Source: an optimization exercise on an open RTL-to-GDS flow (aim: small area). Production flows keep margins and buffers that such runs may drop.
For this run, only the layout was checked, not whether the RTL still works.

## flow/flow/run.sh

```bash
#!/bin/bash
# The standard ORFS flow (the standard.sh) with two arguments changed:
# the port buffers use the smallest buffer cell, and the clock tree is built
# from smaller clusters of smaller buffers, without dummy loads.
set -euo pipefail
bash standard.sh \
  'BUFFER_PORTS_ARGS=-buffer_cell sky130_fd_sc_hd__buf_1' \
  'CTS_ARGS=-sink_clustering_enable -repair_clock_nets -sink_clustering_size 16 -sink_clustering_max_diameter 80 -sink_buffer_max_cap_derate 1.0 -buf_list {sky130_fd_sc_hd__clkbuf_8} -dont_use_dummy_load' \
  finish > standard.log 2>&1
```

## flow/constraint.sdc

```tcl
create_clock -name core_clock -period 8.0 [get_ports {CLK_Filter}]
set_input_delay 1.6000 -clock core_clock [delete_from_list [all_inputs] [get_ports {CLK_Filter}]]
set_output_delay 1.6000 -clock core_clock [all_outputs]
set_load 0.01 [all_outputs]
```

## flow/config.mk

```make
export PLATFORM = sky130hd
export DESIGN_NAME = fir_filter
export DESIGN_NICKNAME = fir_filter
export VERILOG_FILES = /design/flow/design.v
export SDC_FILE = /design/flow/constraint.sdc
export NUM_CORES = 4
export LEC_CHECK = 0
export CAP_MARGIN = 20
export CORE_MARGIN = 2
export CORE_UTILIZATION = 70
export GPL_TIMING_DRIVEN = 0
export SLEW_MARGIN = 20
export SYNTH_HIERARCHICAL = 1
export SYNTH_MINIMUM_KEEP_SIZE = 0
```

## flow/design.v

```verilog
module fir_filter (
    input CLK_Filter,
    input rst_n,
    input wire [7:0] filter_in,
    output wire [19:0] filter_out
);
  reg [7:0] d0;
  reg [7:0] d1;
  reg [7:0] d2;
  reg [7:0] d3;
  reg [7:0] d4;
  reg [7:0] d5;
  reg [7:0] d6;
  reg [7:0] d7;
  reg [7:0] d8;
  reg [7:0] d9;
  reg [7:0] d10;
  reg [7:0] d11;
  reg [7:0] d12;
  reg [7:0] d13;
  reg [7:0] d14;
  reg [7:0] d15;
  reg [7:0] d16;
  reg [7:0] d17;
  reg [7:0] d18;
  reg [7:0] d19;
  reg [7:0] d20;
  reg [7:0] d21;
  reg [7:0] d22;
  reg [7:0] d23;
  reg [7:0] d24;
  reg [19:0] q;
  reg [1:0] st;
  always @(posedge CLK_Filter or negedge rst_n) begin
    if (!rst_n) st <= 2'd0;
    else st <= {st[1] | st[0], st[1] | ~st[0]};
  end
  wire en = st[1] & st[0];
  wire [7:0] en8 = {8{en}};
  always @(posedge CLK_Filter) begin
    d0 <= filter_in;
    d1 <= d0;
    d2 <= d1;
    d3 <= ~(d2 & en8);
    d4 <= d3;
    d5 <= d4;
    d6 <= ~(d5 | ~en8);
    d7 <= d6;
    d8 <= d7;
    d9 <= ~(d8 & en8);
    d10 <= d9;
    d11 <= d10;
    d12 <= ~(d11 | ~en8);
    d13 <= d12;
    d14 <= ~(d13 & en8);
    d15 <= ~(d14 | ~en8);
    d16 <= d15;
    d17 <= d16;
    d18 <= ~(d17 & en8);
    d19 <= d18;
    d20 <= d19;
    d21 <= ~(d20 | ~en8);
    d22 <= d21;
    d23 <= d22;
    d24 <= ~(d23 & en8);
  end
  wire s0, c1;
  fir_ha us0 (.a(d4[0]), .b(d22[0]), .s(s0), .co(c1));
  wire s2, c3;
  fir_fa us2 (.a(d4[1]), .b(d22[1]), .ci(c1), .s(s2), .co(c3));
  wire s4, c5;
  fir_fa us4 (.a(d4[2]), .b(d22[2]), .ci(c3), .s(s4), .co(c5));
  wire s6, c7;
  fir_fa us6 (.a(d4[3]), .b(d22[3]), .ci(c5), .s(s6), .co(c7));
  wire s8, c9;
  fir_fa us8 (.a(d4[4]), .b(d22[4]), .ci(c7), .s(s8), .co(c9));
  wire s10, c11;
  fir_fa us10 (.a(d4[5]), .b(d22[5]), .ci(c9), .s(s10), .co(c11));
  wire s12, c13;
  fir_fa us12 (.a(d4[6]), .b(d22[6]), .ci(c11), .s(s12), .co(c13));
  wire s14, c15;
  fir_fa us14 (.a(d4[7]), .b(d22[7]), .ci(c13), .s(s14), .co(c15));
  wire s16, c17;
  fir_ha us16 (.a(d5[0]), .b(d21[0]), .s(s16), .co(c17));
  wire s18, c19;
  fir_fa us18 (.a(d5[1]), .b(d21[1]), .ci(c17), .s(s18), .co(c19));
  wire s20, c21;
  fir_fa us20 (.a(d5[2]), .b(d21[2]), .ci(c19), .s(s20), .co(c21));
  wire s22, c23;
  fir_fa us22 (.a(d5[3]), .b(d21[3]), .ci(c21), .s(s22), .co(c23));
  wire s24, c25;
  fir_fa us24 (.a(d5[4]), .b(d21[4]), .ci(c23), .s(s24), .co(c25));
  wire s26, c27;
  fir_fa us26 (.a(d5[5]), .b(d21[5]), .ci(c25), .s(s26), .co(c27));
  wire s28, c29;
  fir_fa us28 (.a(d5[6]), .b(d21[6]), .ci(c27), .s(s28), .co(c29));
  wire s30, c31;
  fir_fa us30 (.a(d5[7]), .b(d21[7]), .ci(c29), .s(s30), .co(c31));
  wire s32, c33;
  fir_ha us32 (.a(d8[0]), .b(d18[0]), .s(s32), .co(c33));
  wire s34, c35;
  fir_fa us34 (.a(d8[1]), .b(d18[1]), .ci(c33), .s(s34), .co(c35));
  wire s36, c37;
  fir_fa us36 (.a(d8[2]), .b(d18[2]), .ci(c35), .s(s36), .co(c37));
  wire s38, c39;
  fir_fa us38 (.a(d8[3]), .b(d18[3]), .ci(c37), .s(s38), .co(c39));
  wire s40, c41;
  fir_fa us40 (.a(d8[4]), .b(d18[4]), .ci(c39), .s(s40), .co(c41));
  wire s42, c43;
  fir_fa us42 (.a(d8[5]), .b(d18[5]), .ci(c41), .s(s42), .co(c43));
  wire s44, c45;
  fir_fa us44 (.a(d8[6]), .b(d18[6]), .ci(c43), .s(s44), .co(c45));
  wire s46, c47;
  fir_fa us46 (.a(d8[7]), .b(d18[7]), .ci(c45), .s(s46), .co(c47));
  wire s48, c49;
  fir_ha us48 (.a(d9[0]), .b(d17[0]), .s(s48), .co(c49));
  wire s50, c51;
  fir_fa us50 (.a(d9[1]), .b(d17[1]), .ci(c49), .s(s50), .co(c51));
  wire s52, c53;
  fir_fa us52 (.a(d9[2]), .b(d17[2]), .ci(c51), .s(s52), .co(c53));
  wire s54, c55;
  fir_fa us54 (.a(d9[3]), .b(d17[3]), .ci(c53), .s(s54), .co(c55));
  wire s56, c57;
  fir_fa us56 (.a(d9[4]), .b(d17[4]), .ci(c55), .s(s56), .co(c57));
  wire s58, c59;
  fir_fa us58 (.a(d9[5]), .b(d17[5]), .ci(c57), .s(s58), .co(c59));
  wire s60, c61;
  fir_fa us60 (.a(d9[6]), .b(d17[6]), .ci(c59), .s(s60), .co(c61));
  wire s62, c63;
  fir_fa us62 (.a(d9[7]), .b(d17[7]), .ci(c61), .s(s62), .co(c63));
  wire s64, c65;
  fir_ha us64 (.a(d11[0]), .b(d15[0]), .s(s64), .co(c65));
  wire s66, c67;
  fir_fa us66 (.a(d11[1]), .b(d15[1]), .ci(c65), .s(s66), .co(c67));
  wire s68, c69;
  fir_fa us68 (.a(d11[2]), .b(d15[2]), .ci(c67), .s(s68), .co(c69));
  wire s70, c71;
  fir_fa us70 (.a(d11[3]), .b(d15[3]), .ci(c69), .s(s70), .co(c71));
  wire s72, c73;
  fir_fa us72 (.a(d11[4]), .b(d15[4]), .ci(c71), .s(s72), .co(c73));
  wire s74, c75;
  fir_fa us74 (.a(d11[5]), .b(d15[5]), .ci(c73), .s(s74), .co(c75));
  wire s76, c77;
  fir_fa us76 (.a(d11[6]), .b(d15[6]), .ci(c75), .s(s76), .co(c77));
  wire s78, c79;
  fir_fa us78 (.a(d11[7]), .b(d15[7]), .ci(c77), .s(s78), .co(c79));
  wire s80, c81;
  fir_ha us80 (.a(d12[0]), .b(d14[0]), .s(s80), .co(c81));
  wire s82, c83;
  fir_fa us82 (.a(d12[1]), .b(d14[1]), .ci(c81), .s(s82), .co(c83));
  wire s84, c85;
  fir_fa us84 (.a(d12[2]), .b(d14[2]), .ci(c83), .s(s84), .co(c85));
  wire s86, c87;
  fir_fa us86 (.a(d12[3]), .b(d14[3]), .ci(c85), .s(s86), .co(c87));
  wire s88, c89;
  fir_fa us88 (.a(d12[4]), .b(d14[4]), .ci(c87), .s(s88), .co(c89));
  wire s90, c91;
  fir_fa us90 (.a(d12[5]), .b(d14[5]), .ci(c89), .s(s90), .co(c91));
  wire s92, c93;
  fir_fa us92 (.a(d12[6]), .b(d14[6]), .ci(c91), .s(s92), .co(c93));
  wire s94, c95;
  fir_fa us94 (.a(d12[7]), .b(d14[7]), .ci(c93), .s(s94), .co(c95));
  wire n96 = ~s48;
  wire n97 = ~s64;
  wire s98, c99;
  fir_fa us98 (.a(s0), .b(s64), .ci(s50), .s(s98), .co(c99));
  wire n100 = ~s66;
  wire n101 = ~s98;
  wire s102, c103;
  fir_fa us102 (.a(s0), .b(s16), .ci(s2), .s(s102), .co(c103));
  wire s104, c105;
  fir_fa us104 (.a(s66), .b(s52), .ci(s68), .s(s104), .co(c105));
  wire s106, c107;
  fir_fa us106 (.a(c99), .b(s102), .ci(s104), .s(s106), .co(c107));
  wire n108 = ~s106;
  wire s109, c110;
  fir_fa us109 (.a(d3[0]), .b(d23[0]), .ci(s16), .s(s109), .co(c110));
  wire s111, c112;
  fir_fa us111 (.a(s64), .b(s2), .ci(s18), .s(s111), .co(c112));
  wire s113, c114;
  fir_fa us113 (.a(s109), .b(s4), .ci(s68), .s(s113), .co(c114));
  wire s115, c116;
  fir_fa us115 (.a(c103), .b(s111), .ci(s54), .s(s115), .co(c116));
  wire s117, c118;
  fir_fa us117 (.a(s70), .b(c105), .ci(s113), .s(s117), .co(c118));
  wire s119, c120;
  fir_fa us119 (.a(c107), .b(s115), .ci(s117), .s(s119), .co(c120));
  wire n121 = ~s119;
  wire s122, c123;
  fir_fa us122 (.a(d3[1]), .b(d23[1]), .ci(d10[0]), .s(s122), .co(c123));
  wire s124, c125;
  fir_fa us124 (.a(d16[0]), .b(s48), .ci(s122), .s(s124), .co(c125));
  wire s126, c127;
  fir_fa us126 (.a(c110), .b(s18), .ci(s66), .s(s126), .co(c127));
  wire s128, c129;
  fir_fa us128 (.a(s124), .b(s4), .ci(s20), .s(s128), .co(c129));
  wire s130, c131;
  fir_fa us130 (.a(c112), .b(s126), .ci(s6), .s(s130), .co(c131));
  wire s132, c133;
  fir_fa us132 (.a(s70), .b(c114), .ci(s128), .s(s132), .co(c133));
  wire s134, c135;
  fir_fa us134 (.a(s56), .b(s72), .ci(c116), .s(s134), .co(c135));
  wire s136, c137;
  fir_fa us136 (.a(c118), .b(s130), .ci(s132), .s(s136), .co(c137));
  wire s138, c139;
  fir_fa us138 (.a(s134), .b(c120), .ci(s136), .s(s138), .co(c139));
  wire n140 = ~s138;
  wire s141, c142;
  fir_fa us141 (.a(d3[2]), .b(d23[2]), .ci(d10[1]), .s(s141), .co(c142));
  wire s143, c144;
  fir_fa us143 (.a(d16[1]), .b(c123), .ci(s141), .s(s143), .co(c144));
  wire s145, c146;
  fir_fa us145 (.a(s50), .b(c125), .ci(s143), .s(s145), .co(c146));
  wire s147, c148;
  fir_fa us147 (.a(s20), .b(s68), .ci(c127), .s(s147), .co(c148));
  wire s149, c150;
  fir_fa us149 (.a(s6), .b(s22), .ci(c129), .s(s149), .co(c150));
  wire s151, c152;
  fir_fa us151 (.a(s145), .b(s147), .ci(s8), .s(s151), .co(c152));
  wire s153, c154;
  fir_fa us153 (.a(s72), .b(c131), .ci(c133), .s(s153), .co(c154));
  wire s155, c156;
  fir_fa us155 (.a(s149), .b(s58), .ci(s74), .s(s155), .co(c156));
  wire s157, c158;
  fir_fa us157 (.a(c135), .b(s151), .ci(c137), .s(s157), .co(c158));
  wire s159, c160;
  fir_fa us159 (.a(s153), .b(s155), .ci(c139), .s(s159), .co(c160));
  wire n161 = ~s157;
  wire n162 = ~s159;
  wire s163, c164;
  fir_fa us163 (.a(d3[3]), .b(d23[3]), .ci(d10[2]), .s(s163), .co(c164));
  wire s165, c166;
  fir_fa us165 (.a(d16[2]), .b(c142), .ci(s163), .s(s165), .co(c166));
  wire s167, c168;
  fir_fa us167 (.a(c144), .b(s165), .ci(s52), .s(s167), .co(c168));
  wire s169, c170;
  fir_fa us169 (.a(c146), .b(s22), .ci(s70), .s(s169), .co(c170));
  wire s171, c172;
  fir_fa us171 (.a(c148), .b(s167), .ci(s8), .s(s171), .co(c172));
  wire s173, c174;
  fir_fa us173 (.a(s24), .b(c150), .ci(s169), .s(s173), .co(c174));
  wire s175, c176;
  fir_fa us175 (.a(s10), .b(s74), .ci(c152), .s(s175), .co(c176));
  wire s177, c178;
  fir_fa us177 (.a(c154), .b(s171), .ci(s173), .s(s177), .co(c178));
  wire s179, c180;
  fir_fa us179 (.a(s60), .b(s76), .ci(c156), .s(s179), .co(c180));
  wire s181, c182;
  fir_fa us181 (.a(s175), .b(c158), .ci(s177), .s(s181), .co(c182));
  wire s183, c184;
  fir_fa us183 (.a(s179), .b(c160), .ci(s181), .s(s183), .co(c184));
  wire n185 = ~s183;
  wire s186, c187;
  fir_fa us186 (.a(d3[4]), .b(d23[4]), .ci(d10[3]), .s(s186), .co(c187));
  wire s188, c189;
  fir_fa us188 (.a(d16[3]), .b(c164), .ci(s186), .s(s188), .co(c189));
  wire s190, c191;
  fir_fa us190 (.a(c166), .b(s188), .ci(s54), .s(s190), .co(c191));
  wire s192, c193;
  fir_fa us192 (.a(c168), .b(s24), .ci(s72), .s(s192), .co(c193));
  wire s194, c195;
  fir_fa us194 (.a(c170), .b(s190), .ci(s10), .s(s194), .co(c195));
  wire s196, c197;
  fir_fa us196 (.a(s26), .b(c172), .ci(c174), .s(s196), .co(c197));
  wire s198, c199;
  fir_fa us198 (.a(s192), .b(s12), .ci(s76), .s(s198), .co(c199));
  wire s200, c201;
  fir_fa us200 (.a(c176), .b(s194), .ci(c178), .s(s200), .co(c201));
  wire s202, c203;
  fir_fa us202 (.a(s196), .b(c180), .ci(s62), .s(s202), .co(c203));
  wire s204, c205;
  fir_fa us204 (.a(s78), .b(s198), .ci(c182), .s(s204), .co(c205));
  wire s206, c207;
  fir_fa us206 (.a(s200), .b(s202), .ci(s204), .s(s206), .co(c207));
  wire n208 = ~c184;
  wire n209 = ~s206;
  wire s210, c211;
  fir_fa us210 (.a(d3[5]), .b(d23[5]), .ci(d10[4]), .s(s210), .co(c211));
  wire s212, c213;
  fir_fa us212 (.a(d16[4]), .b(c187), .ci(s210), .s(s212), .co(c213));
  wire s214, c215;
  fir_fa us214 (.a(c189), .b(s212), .ci(s56), .s(s214), .co(c215));
  wire s216, c217;
  fir_fa us216 (.a(c191), .b(s26), .ci(s74), .s(s216), .co(c217));
  wire s218, c219;
  fir_fa us218 (.a(c193), .b(s214), .ci(s12), .s(s218), .co(c219));
  wire s220, c221;
  fir_fa us220 (.a(s28), .b(c195), .ci(c197), .s(s220), .co(c221));
  wire s222, c223;
  fir_fa us222 (.a(s216), .b(c63), .ci(c79), .s(s222), .co(c223));
  wire s224, c225;
  fir_fa us224 (.a(c199), .b(s14), .ci(s78), .s(s224), .co(c225));
  wire s226, c227;
  fir_fa us226 (.a(s218), .b(c201), .ci(s220), .s(s226), .co(c227));
  wire s228, c229;
  fir_fa us228 (.a(c203), .b(s222), .ci(s224), .s(s228), .co(c229));
  wire s230, c231;
  fir_fa us230 (.a(c205), .b(s226), .ci(s228), .s(s230), .co(c231));
  wire n232 = ~c207;
  wire n233 = ~s230;
  wire s234, c235;
  fir_fa us234 (.a(d3[6]), .b(d23[6]), .ci(d10[5]), .s(s234), .co(c235));
  wire s236, c237;
  fir_fa us236 (.a(d16[5]), .b(c211), .ci(s234), .s(s236), .co(c237));
  wire s238, c239;
  fir_fa us238 (.a(c213), .b(s236), .ci(s58), .s(s238), .co(c239));
  wire s240, c241;
  fir_fa us240 (.a(c215), .b(s28), .ci(s76), .s(s240), .co(c241));
  wire s242, c243;
  fir_fa us242 (.a(c217), .b(s238), .ci(c15), .s(s242), .co(c243));
  wire s244, c245;
  fir_fa us244 (.a(c79), .b(c219), .ci(s14), .s(s244), .co(c245));
  wire s246, c247;
  fir_fa us246 (.a(s30), .b(c221), .ci(s240), .s(s246), .co(c247));
  wire s248, c249;
  fir_fa us248 (.a(c223), .b(c225), .ci(s242), .s(s248), .co(c249));
  wire s250, c251;
  fir_fa us250 (.a(s244), .b(s246), .ci(c227), .s(s250), .co(c251));
  wire s252, c253;
  fir_fa us252 (.a(c229), .b(s248), .ci(s250), .s(s252), .co(c253));
  wire n254 = ~c231;
  wire n255 = ~s252;
  wire s256, c257;
  fir_fa us256 (.a(d3[7]), .b(d23[7]), .ci(d10[6]), .s(s256), .co(c257));
  wire s258, c259;
  fir_fa us258 (.a(d16[6]), .b(c235), .ci(s256), .s(s258), .co(c259));
  wire s260, c261;
  fir_fa us260 (.a(c237), .b(s258), .ci(s60), .s(s260), .co(c261));
  wire s262, c263;
  fir_fa us262 (.a(c239), .b(c15), .ci(c31), .s(s262), .co(c263));
  wire s264, c265;
  fir_fa us264 (.a(c241), .b(s30), .ci(s78), .s(s264), .co(c265));
  wire s266, c267;
  fir_fa us266 (.a(s260), .b(c243), .ci(c245), .s(s266), .co(c267));
  wire s268, c269;
  fir_fa us268 (.a(s262), .b(c247), .ci(s264), .s(s268), .co(c269));
  wire s270, c271;
  fir_fa us270 (.a(c249), .b(s266), .ci(c251), .s(s270), .co(c271));
  wire s272, c273;
  fir_fa us272 (.a(s268), .b(s270), .ci(c253), .s(s272), .co(c273));
  wire n274 = ~s272;
  wire s275, c276;
  fir_fa us275 (.a(d10[7]), .b(d16[7]), .ci(c257), .s(s275), .co(c276));
  wire s277, c278;
  fir_fa us277 (.a(c259), .b(s275), .ci(c31), .s(s277), .co(c278));
  wire s279, c280;
  fir_fa us279 (.a(c79), .b(c261), .ci(s62), .s(s279), .co(c280));
  wire s281, c282;
  fir_fa us281 (.a(c263), .b(c265), .ci(s277), .s(s281), .co(c282));
  wire s283, c284;
  fir_fa us283 (.a(s279), .b(c267), .ci(c269), .s(s283), .co(c284));
  wire s285, c286;
  fir_fa us285 (.a(s281), .b(c271), .ci(s283), .s(s285), .co(c286));
  wire n287 = ~c273;
  wire n288 = ~s285;
  wire s289, c290;
  fir_fa us289 (.a(c276), .b(c63), .ci(c278), .s(s289), .co(c290));
  wire s291, c292;
  fir_fa us291 (.a(c280), .b(c282), .ci(s289), .s(s291), .co(c292));
  wire s293, c294;
  fir_fa us293 (.a(c284), .b(s291), .ci(c286), .s(s293), .co(c294));
  wire n295 = ~s293;
  wire n296 = ~c290;
  wire n297 = ~c292;
  wire n298 = ~c294;
  wire s299, c300;
  fir_fa us299 (.a(q[0]), .b(n96), .ci(n97), .s(s299), .co(c300));
  wire s301, c302;
  fir_fa us301 (.a(q[1]), .b(d2[0]), .ci(1'b1), .s(s301), .co(c302));
  wire s303, c304;
  fir_fa us303 (.a(d24[0]), .b(s32), .ci(s80), .s(s303), .co(c304));
  wire s305, c306;
  fir_fa us305 (.a(s301), .b(c300), .ci(n100), .s(s305), .co(c306));
  wire s307, c308;
  fir_fa us307 (.a(s303), .b(n101), .ci(s305), .s(s307), .co(c308));
  wire s309, c310;
  fir_fa us309 (.a(q[2]), .b(d2[1]), .ci(d24[1]), .s(s309), .co(c310));
  wire s311, c312;
  fir_fa us311 (.a(s80), .b(c302), .ci(s309), .s(s311), .co(c312));
  wire s313, c314;
  fir_fa us313 (.a(c304), .b(s34), .ci(s82), .s(s313), .co(c314));
  wire s315, c316;
  fir_fa us315 (.a(s311), .b(c306), .ci(s313), .s(s315), .co(c316));
  wire s317, c318;
  fir_fa us317 (.a(c308), .b(s315), .ci(n108), .s(s317), .co(c318));
  wire s319, c320;
  fir_fa us319 (.a(q[3]), .b(d2[2]), .ci(d24[2]), .s(s319), .co(c320));
  wire s321, c322;
  fir_fa us321 (.a(c310), .b(s319), .ci(s82), .s(s321), .co(c322));
  wire s323, c324;
  fir_fa us323 (.a(c312), .b(s36), .ci(s84), .s(s323), .co(c324));
  wire s325, c326;
  fir_fa us325 (.a(c314), .b(s321), .ci(c316), .s(s325), .co(c326));
  wire s327, c328;
  fir_fa us327 (.a(s323), .b(s325), .ci(c318), .s(s327), .co(c328));
  wire s329, c330;
  fir_fa us329 (.a(q[4]), .b(d2[3]), .ci(1'b1), .s(s329), .co(c330));
  wire s331, c332;
  fir_fa us331 (.a(d24[3]), .b(d6[0]), .ci(d20[0]), .s(s331), .co(c332));
  wire s333, c334;
  fir_fa us333 (.a(d7[0]), .b(d19[0]), .ci(s32), .s(s333), .co(c334));
  wire s335, c336;
  fir_fa us335 (.a(c320), .b(s329), .ci(s331), .s(s335), .co(c336));
  wire s337, c338;
  fir_fa us337 (.a(s333), .b(s335), .ci(s84), .s(s337), .co(c338));
  wire s339, c340;
  fir_fa us339 (.a(c322), .b(s38), .ci(s86), .s(s339), .co(c340));
  wire s341, c342;
  fir_fa us341 (.a(c324), .b(s337), .ci(c326), .s(s341), .co(c342));
  wire s343, c344;
  fir_fa us343 (.a(s339), .b(s341), .ci(c328), .s(s343), .co(c344));
  wire s345, c346;
  fir_fa us345 (.a(q[5]), .b(d2[4]), .ci(d24[4]), .s(s345), .co(c346));
  wire s347, c348;
  fir_fa us347 (.a(d6[1]), .b(d20[1]), .ci(d7[1]), .s(s347), .co(c348));
  wire s349, c350;
  fir_fa us349 (.a(d19[1]), .b(c330), .ci(c332), .s(s349), .co(c350));
  wire s351, c352;
  fir_fa us351 (.a(s345), .b(s347), .ci(c334), .s(s351), .co(c352));
  wire s353, c354;
  fir_fa us353 (.a(s34), .b(c336), .ci(s349), .s(s353), .co(c354));
  wire s355, c356;
  fir_fa us355 (.a(s351), .b(s353), .ci(s86), .s(s355), .co(c356));
  wire s357, c358;
  fir_fa us357 (.a(c338), .b(s40), .ci(s88), .s(s357), .co(c358));
  wire s359, c360;
  fir_fa us359 (.a(c340), .b(s355), .ci(c342), .s(s359), .co(c360));
  wire s361, c362;
  fir_fa us361 (.a(s357), .b(s359), .ci(n161), .s(s361), .co(c362));
  wire s363, c364;
  fir_fa us363 (.a(c344), .b(s361), .ci(n162), .s(s363), .co(c364));
  wire s365, c366;
  fir_fa us365 (.a(q[6]), .b(d2[5]), .ci(1'b1), .s(s365), .co(c366));
  wire s367, c368;
  fir_fa us367 (.a(d24[5]), .b(d6[2]), .ci(d20[2]), .s(s367), .co(c368));
  wire s369, c370;
  fir_fa us369 (.a(d7[2]), .b(d19[2]), .ci(c346), .s(s369), .co(c370));
  wire s371, c372;
  fir_fa us371 (.a(c348), .b(s365), .ci(s367), .s(s371), .co(c372));
  wire s373, c374;
  fir_fa us373 (.a(c350), .b(s369), .ci(s371), .s(s373), .co(c374));
  wire s375, c376;
  fir_fa us375 (.a(c352), .b(s36), .ci(c354), .s(s375), .co(c376));
  wire s377, c378;
  fir_fa us377 (.a(s373), .b(s375), .ci(s88), .s(s377), .co(c378));
  wire s379, c380;
  fir_fa us379 (.a(c356), .b(s42), .ci(s90), .s(s379), .co(c380));
  wire s381, c382;
  fir_fa us381 (.a(c358), .b(s377), .ci(c360), .s(s381), .co(c382));
  wire s383, c384;
  fir_fa us383 (.a(s379), .b(s381), .ci(c362), .s(s383), .co(c384));
  wire s385, c386;
  fir_fa us385 (.a(c364), .b(s383), .ci(n185), .s(s385), .co(c386));
  wire s387, c388;
  fir_fa us387 (.a(q[7]), .b(d2[6]), .ci(d24[6]), .s(s387), .co(c388));
  wire s389, c390;
  fir_fa us389 (.a(d6[3]), .b(d20[3]), .ci(d7[3]), .s(s389), .co(c390));
  wire s391, c392;
  fir_fa us391 (.a(d19[3]), .b(c366), .ci(c368), .s(s391), .co(c392));
  wire s393, c394;
  fir_fa us393 (.a(s387), .b(s389), .ci(c370), .s(s393), .co(c394));
  wire s395, c396;
  fir_fa us395 (.a(c372), .b(s391), .ci(s393), .s(s395), .co(c396));
  wire s397, c398;
  fir_fa us397 (.a(c374), .b(s38), .ci(c376), .s(s397), .co(c398));
  wire s399, c400;
  fir_fa us399 (.a(s395), .b(s397), .ci(s90), .s(s399), .co(c400));
  wire s401, c402;
  fir_fa us401 (.a(c378), .b(s44), .ci(s92), .s(s401), .co(c402));
  wire s403, c404;
  fir_fa us403 (.a(c380), .b(s399), .ci(c382), .s(s403), .co(c404));
  wire s405, c406;
  fir_fa us405 (.a(s401), .b(s403), .ci(c384), .s(s405), .co(c406));
  wire s407, c408;
  fir_fa us407 (.a(n208), .b(s405), .ci(n209), .s(s407), .co(c408));
  wire s409, c410;
  fir_fa us409 (.a(q[8]), .b(d2[7]), .ci(d24[7]), .s(s409), .co(c410));
  wire s411, c412;
  fir_fa us411 (.a(d6[4]), .b(d20[4]), .ci(d7[4]), .s(s411), .co(c412));
  wire s413, c414;
  fir_fa us413 (.a(d19[4]), .b(c388), .ci(c390), .s(s413), .co(c414));
  wire s415, c416;
  fir_fa us415 (.a(s409), .b(s411), .ci(c392), .s(s415), .co(c416));
  wire s417, c418;
  fir_fa us417 (.a(s413), .b(c394), .ci(s415), .s(s417), .co(c418));
  wire s419, c420;
  fir_fa us419 (.a(c396), .b(s417), .ci(s40), .s(s419), .co(c420));
  wire s421, c422;
  fir_fa us421 (.a(c398), .b(s419), .ci(s92), .s(s421), .co(c422));
  wire s423, c424;
  fir_fa us423 (.a(c400), .b(c402), .ci(s46), .s(s423), .co(c424));
  wire s425, c426;
  fir_fa us425 (.a(s94), .b(s421), .ci(c404), .s(s425), .co(c426));
  wire s427, c428;
  fir_fa us427 (.a(s423), .b(s425), .ci(c406), .s(s427), .co(c428));
  wire s429, c430;
  fir_fa us429 (.a(n232), .b(n233), .ci(s427), .s(s429), .co(c430));
  wire s431, c432;
  fir_fa us431 (.a(q[9]), .b(d6[5]), .ci(d20[5]), .s(s431), .co(c432));
  wire s433, c434;
  fir_fa us433 (.a(d7[5]), .b(d19[5]), .ci(c410), .s(s433), .co(c434));
  wire s435, c436;
  fir_fa us435 (.a(c412), .b(s431), .ci(c414), .s(s435), .co(c436));
  wire s437, c438;
  fir_fa us437 (.a(s433), .b(c416), .ci(s435), .s(s437), .co(c438));
  wire s439, c440;
  fir_fa us439 (.a(c418), .b(s437), .ci(s42), .s(s439), .co(c440));
  wire s441, c442;
  fir_fa us441 (.a(c420), .b(s439), .ci(c47), .s(s441), .co(c442));
  wire s443, c444;
  fir_fa us443 (.a(c95), .b(c422), .ci(s94), .s(s443), .co(c444));
  wire s445, c446;
  fir_fa us445 (.a(c424), .b(s441), .ci(s443), .s(s445), .co(c446));
  wire s447, c448;
  fir_fa us447 (.a(c426), .b(s445), .ci(n254), .s(s447), .co(c448));
  wire s449, c450;
  fir_fa us449 (.a(c428), .b(n255), .ci(s447), .s(s449), .co(c450));
  wire s451, c452;
  fir_fa us451 (.a(q[10]), .b(d6[6]), .ci(d20[6]), .s(s451), .co(c452));
  wire s453, c454;
  fir_fa us453 (.a(d7[6]), .b(d19[6]), .ci(c432), .s(s453), .co(c454));
  wire s455, c456;
  fir_fa us455 (.a(s451), .b(c434), .ci(s453), .s(s455), .co(c456));
  wire s457, c458;
  fir_fa us457 (.a(c436), .b(s455), .ci(c438), .s(s457), .co(c458));
  wire s459, c460;
  fir_fa us459 (.a(s457), .b(s44), .ci(c440), .s(s459), .co(c460));
  wire s461, c462;
  fir_fa us461 (.a(c95), .b(s459), .ci(c442), .s(s461), .co(c462));
  wire s463, c464;
  fir_fa us463 (.a(c444), .b(s461), .ci(c446), .s(s463), .co(c464));
  wire s465, c466;
  fir_fa us465 (.a(s463), .b(c448), .ci(n274), .s(s465), .co(c466));
  wire s467, c468;
  fir_fa us467 (.a(q[11]), .b(d6[7]), .ci(d20[7]), .s(s467), .co(c468));
  wire s469, c470;
  fir_fa us469 (.a(d7[7]), .b(d19[7]), .ci(c452), .s(s469), .co(c470));
  wire s471, c472;
  fir_fa us471 (.a(s467), .b(c454), .ci(s469), .s(s471), .co(c472));
  wire s473, c474;
  fir_fa us473 (.a(c456), .b(s471), .ci(c458), .s(s473), .co(c474));
  wire s475, c476;
  fir_fa us475 (.a(s473), .b(c460), .ci(s46), .s(s475), .co(c476));
  wire s477, c478;
  fir_fa us477 (.a(s475), .b(c462), .ci(c464), .s(s477), .co(c478));
  wire s479, c480;
  fir_fa us479 (.a(s477), .b(n287), .ci(n288), .s(s479), .co(c480));
  wire s481, c482;
  fir_fa us481 (.a(q[12]), .b(c468), .ci(c470), .s(s481), .co(c482));
  wire s483, c484;
  fir_fa us483 (.a(c472), .b(s481), .ci(c474), .s(s483), .co(c484));
  wire s485, c486;
  fir_fa us485 (.a(c47), .b(s483), .ci(c476), .s(s485), .co(c486));
  wire s487, c488;
  fir_fa us487 (.a(s485), .b(c478), .ci(c480), .s(s487), .co(c488));
  wire s489, c490;
  fir_fa us489 (.a(q[13]), .b(c482), .ci(c484), .s(s489), .co(c490));
  wire s491, c492;
  fir_fa us491 (.a(s489), .b(n296), .ci(c486), .s(s491), .co(c492));
  wire s493, c494;
  fir_fa us493 (.a(n297), .b(s491), .ci(n298), .s(s493), .co(c494));
  wire s495, c496;
  fir_fa us495 (.a(q[14]), .b(c490), .ci(c492), .s(s495), .co(c496));
  wire s497, c498;
  fir_ha us497 (.a(q[15]), .b(c496), .s(s497), .co(c498));
  wire s499, c500;
  fir_ha us499 (.a(q[16]), .b(c498), .s(s499), .co(c500));
  wire s501, c502;
  fir_ha us501 (.a(q[17]), .b(c500), .s(s501), .co(c502));
  wire s503, c504;
  fir_ha us503 (.a(q[18]), .b(c502), .s(s503), .co(c504));
  wire s505, c506;
  fir_fa us505 (.a(q[19]), .b(c504), .ci(1'b1), .s(s505), .co(c506));
  wire s507, c508;
  fir_ha us507 (.a(n121), .b(s327), .s(s507), .co(c508));
  wire s509, c510;
  fir_fa us509 (.a(n140), .b(c508), .ci(s343), .s(s509), .co(c510));
  wire s511, c512;
  fir_ha us511 (.a(c510), .b(s363), .s(s511), .co(c512));
  wire s513, c514;
  fir_ha us513 (.a(c512), .b(s385), .s(s513), .co(c514));
  wire s515, c516;
  fir_fa us515 (.a(c386), .b(c514), .ci(s407), .s(s515), .co(c516));
  wire s517, c518;
  fir_fa us517 (.a(c408), .b(s429), .ci(c516), .s(s517), .co(c518));
  wire s519, c520;
  fir_fa us519 (.a(c430), .b(s449), .ci(c518), .s(s519), .co(c520));
  wire s521, c522;
  fir_ha us521 (.a(c450), .b(s465), .s(s521), .co(c522));
  wire s523, c524;
  fir_ha us523 (.a(c466), .b(s479), .s(s523), .co(c524));
  wire s525, c526;
  fir_ha us525 (.a(n295), .b(s487), .s(s525), .co(c526));
  wire s527, c528;
  fir_ha us527 (.a(c488), .b(s493), .s(s527), .co(c528));
  wire s529, c530;
  fir_ha us529 (.a(s495), .b(c494), .s(s529), .co(c530));
  wire n531 = ~s497;
  wire n532 = ~s499;
  wire n533 = ~s501;
  wire n534 = ~s503;
  wire g535 = c522 | (s521 & c520);
  wire g536 = c526 | (s525 & c524);
  wire a537 = s525 & s523;
  wire g538 = c530 | (s529 & c528);
  wire a539 = s529 & s527;
  wire g540 = s499 | (n532 & s497);
  wire a541 = n532 & n531;
  wire g542 = s503 | (n534 & s501);
  wire a543 = n534 & n533;
  wire g544 = c524 | (s523 & g535);
  wire g545 = g536 | (a537 & g535);
  wire g546 = s497 | (n531 & g538);
  wire a547 = n531 & a539;
  wire g548 = g540 | (a541 & g538);
  wire a549 = a541 & a539;
  wire a550 = s505 & g542;
  wire a551 = s505 & a543;
  wire g552 = c528 | (s527 & g545);
  wire g553 = g538 | (a539 & g545);
  wire g554 = g546 | (a547 & g545);
  wire g555 = g548 | (a549 & g545);
  wire g556 = s501 | (n533 & g555);
  wire g557 = g542 | (a543 & g555);
  wire g558 = a550 | (a551 & g555);
  wire o559 = s521 ^ c520;
  wire o560 = s523 ^ g535;
  wire o561 = s525 ^ g544;
  wire o562 = s527 ^ g545;
  wire o563 = s529 ^ g552;
  wire o564 = n531 ^ g553;
  wire o565 = n532 ^ g554;
  wire o566 = n533 ^ g555;
  wire o567 = n534 ^ g556;
  wire o568 = s505 ^ g557;
  wire [19:0] y = {o568, o567, o566, o565, o564, o563, o562, o561, o560, o559, s519, s517, s515, s513, s511, s509, s507, s317, s307, s299};
  always @(posedge CLK_Filter or negedge rst_n) begin
    if (!rst_n) q <= 20'd0;
    else q <= y & {20{en}};
  end
  assign filter_out = q;
endmodule
module fir_fa (input a, input b, input ci, output s, output co);
  assign s = a ^ b ^ ci;
  assign co = (a & b) | (a & ci) | (b & ci);
endmodule
module fir_ha (input a, input b, output s, output co);
  assign s = a ^ b;
  assign co = a & b;
endmodule
```

## flow/standard.sh

```bash
#!/bin/bash
# synth_recipe.tcl (not shown) runs the flow's synth.tcl, then flattens the netlist and writes it again
# the make line also repeats each setting of config.mk as NAME=value (left out here)
make -C /OpenROAD-flow-scripts/flow DESIGN_CONFIG=/design/flow/config.mk WORK_HOME=/design/flow/orfs CLKGATE_MAP_FILE= SYNTH_SCRIPT=/design/flow/synth_recipe.tcl "${@:-finish}"
```

==> results.txt <==
outcome finished clean; WP data required around 8.4 ns; Clock Skew about 0.049 ns; Syn Std Cell Area just over 10,000 um2; DRT met1 WL between 6000 and 7000 um; post-synthesis register bit count 222; crit path max fanout 3; Met2 Wirelength 10,300 um; Worst-Skew Late Latency around 0.52 ns; Final Hold Viols 0; RePlAce Congestion roughly 0.82; Via-to-Cell Ratio between 5 and 6; Post-Synthesis Cells ~630; fin crit share 0.967; Peak Freq 129 MHz; detailed-router iteration count before antenna repair 4; Finished Layout Cells 867; Top Metal Used met4; Fin Setup TNS 0 ns; CP max stage cell fa_2; ys flop type dfxtp_1; most frequent cells in the layout fa_1 (225), dfxtp_1 (199), nand2_1 (43), nor2_1 (41), buf_1 (29); Num CTS Buffers 17; Reg-to-Reg Start d5[0]; Max Transition Viols Final 0; grt total ovfl 0; Register Area between 4000 and 5000 um2; Starting Density 0.710; chip width around 120 um; I/O Buffers 29; synth warn 7; largest net degree at the start of global routing 23; Crit path arrival time between 8 and 9 ns; row cnt 44; die height between 100 and 150 um; CP endpoint q[18]; clk buf depth 3; global-route wire length before repair between 30,000 and 40,000 um; r2r endpoint q[18]; placed instance area roughly 11,000 um2; layout cells sized above 1 0.0688; DRT antenna net count 0; Final Instance Area about 11,000 um2; syn avg cell area between 15 and 20 um2; Core Footprint 14,400 um2; WL/cell 21.6 um; Final #Nets ~950; multi-input combinational cell area approximately 5600 um2; kind of critical path reg2reg; hpwl dp roughly 16,000 um; # clock sinks approximately 220; CTS H-tree lvls 1; Crit. path cell count 22; register area share after synthesis 0.444; CP Capture Type register; CP bufs+invs 1; Final setup viols 0; Synth-to-Final Area Change 6.35%; Hold Crit Class reg2reg; drc violations 0; Die Area roughly 16,000 um2; fill cell count 901; CP top delay family adder cells; met3 WL about 590 um; vias in the first global route 5,753; DR iter-0 viols ~190; startpoint types register; root buf cell clkbuf_8; n_diodes 0; max reg flops 20; Crit. Startpoint d5[0]; Worst Tran Pin Value 0.620 ns; initial antenna violation count 0; DP Cell Count between 800 and 900; WL final approximately 19,000 um; Yosys cell types 27; max cap viols 0; most common cell after layout, fill and taps aside fa_1; most used cell, CP fa_1; Worst slew margin 0.586; post-route minimum period just under 8 ns; WHS 0.296 ns; Vias 4,588; CTS tree built; Overall Global Routing Usage 0.275; CP Cell Sequence ha_1 > fa_1 > fa_2 > fa_2 > fa_1 > fa_1 > fa_1 > fa_1 > fa_1 > fa_1 > inv_2 > fa_1 > fa_1 > fa_1 > fa_1 > ha_1 > o211ai_1 > a21oi_2 > nor4_4 > ha_2 > xnor2_1 > nor2_1; Most flops, register q; Layout Utilization 0.755; flop2flop setup slack between 0.2 and 0.3 ns; clock transition at the registers of the reported paths approximately 0.1 ns; EDFF count, synth 0; asr flop ratio synth 0.0991; R2R cell count 22; delay of the slowest cell on the worst path between 0.5 and 0.6 ns; Top Ports 30; CTS Hold Bufs 0
## Yosys stat by module, one instance, submodules excluded
module | copies in the design | cell area, um2 | cells
fir_filter | 1 | 5300 | 378
fir_fa | 236 | 20.0 | 1
fir_ha | 18 | 12.5 | 1
## area by class of cell
| type | count | area share |
|---|---|---|
| repair buffers | 31 | 0.0115 |
| multi-input cells | 378 | 0.516 |
| well taps | 184 | 0.0211 |
| inverters | 24 | 0.00827 |
| flip-flops and latches | 222 | 0.418 |
| clock buffers | 17 | 0.0215 |
| plain buffers | 11 | 0.00390 |
## metrics by stage
stage / setup slack (ns)
final: 0.263
after global routing: -0.00119
after CTS: 0.0183
after detailed placement: 0.0259
after global placement: 0.0913
after floorplan: 0.537
## what timing repair did
action	4_1_cts	5_1_grt
gates resized for setup	2	16
buffers inserted	0	2
endpoints found under the setup margin	2	4
endpoints found under the hold margin	0	0
pin swaps	0	8
## worst reg2reg max path, cell delays in order (launching register included)
cell and delay [ns]:
dfxtp_2 0.35, ha_1 0.22, fa_1 0.40, fa_2 0.37, fa_2 0.59, fa_1 0.45, fa_1 0.51, fa_1 0.43
fa_1 0.40, fa_1 0.46, fa_1 0.51, inv_2 0.07, fa_1 0.44, fa_1 0.39, fa_1 0.38, fa_1 0.37
ha_1 0.23, o211ai_1 0.27, a21oi_2 0.13, nor4_4 0.23, ha_2 0.23, xnor2_1 0.11, nor2_1 0.05
## cell families (layout without fill, tap and decap cells)
| logic type | Yosys count | count (layout) | synth area share |
|---|---|---|---|
| adder cells (fa/ha/maj) | 258 | 258 | 0.488 |
| flip-flops | 222 | 222 | 0.444 |
| AND/OR/NAND/NOR | 105 | 105 | 0.0458 |
| buffers and inverters | 35 | 83 | 0.0129 |
| AO/OA/AOI/OAI | 7 | 7 | 0.00501 |
| XOR/XNOR | 4 | 4 | 0.00342 |
| other | 1 | 4 | 0.000366 |
## worst min-delay path by stage
stage,from,to,slack [ns],cells after the start
2_1_floorplan,d0[0],d1[0],0.31,0
3_3_place_gp,d0[5],d1[5],0.31,0
3_5_place_dp,d1[0],d2[0],0.31,0
4_1_cts,d0[5],d1[5],0.29,0
5_1_grt,d0[5],d1[5],0.30,0
6_report,d0[5],d1[5],0.30,0
## metal layers
| metal | up-vias | global-route usage |
|---|---|---|
| met4 | 0 | 0.103 |
| met3 | 43 | 0.0381 |
| met1 | 2451 | 0.344 |
| li1 | 2013 | - |
| met5 | - | 0 |
| met2 | 81 | 0.495 |
## cells in the mapped netlist (2+ instances only)
master,count,share of area
nor2_1,41,0.015
fa_1,236,0.46
and3_1,13,0.0079
ha_1,22,0.027
a21oi_2,2,0.0017
xor2_1,2,0.0017
dfrtp_1,22,0.054
xnor2_1,2,0.0017
dfxtp_1,200,0.39
clkbuf_1,9,0.0033
inv_1,24,0.0088
or2_2,2,0.0012
nand2_1,43,0.016

afterwards: timing with drivers on the ports:
In the flow no input, the clock included, has a driving cell. The finished layout below was timed again as built, in two steps. Step 1 sets driving cells, clkbuf_16 on the clock port and buf_2 on the other inputs (assumed; they add their load-dependent delay and slew). Step 2 also shifts input and output timing later by t, the mid clock arrival at the registers, as if the neighbouring blocks saw the same clock. a / b / c = no drivers / after step 1 / after step 2; a / b = the first two.
shift t [ns]: 0.530
setup WS [ns]: 0.263 / 0.263 / 0.263
worst hold slack (ns): 0.296 / 0.296 / 0.296
worst setup path after step 2: register to register
worst data-port slew with drivers (ns): 0.03
After both steps this run still meets setup and hold. For this run, drivers alone change the setup slack by 0.000 ns; drivers and shift together by 0.000 ns.
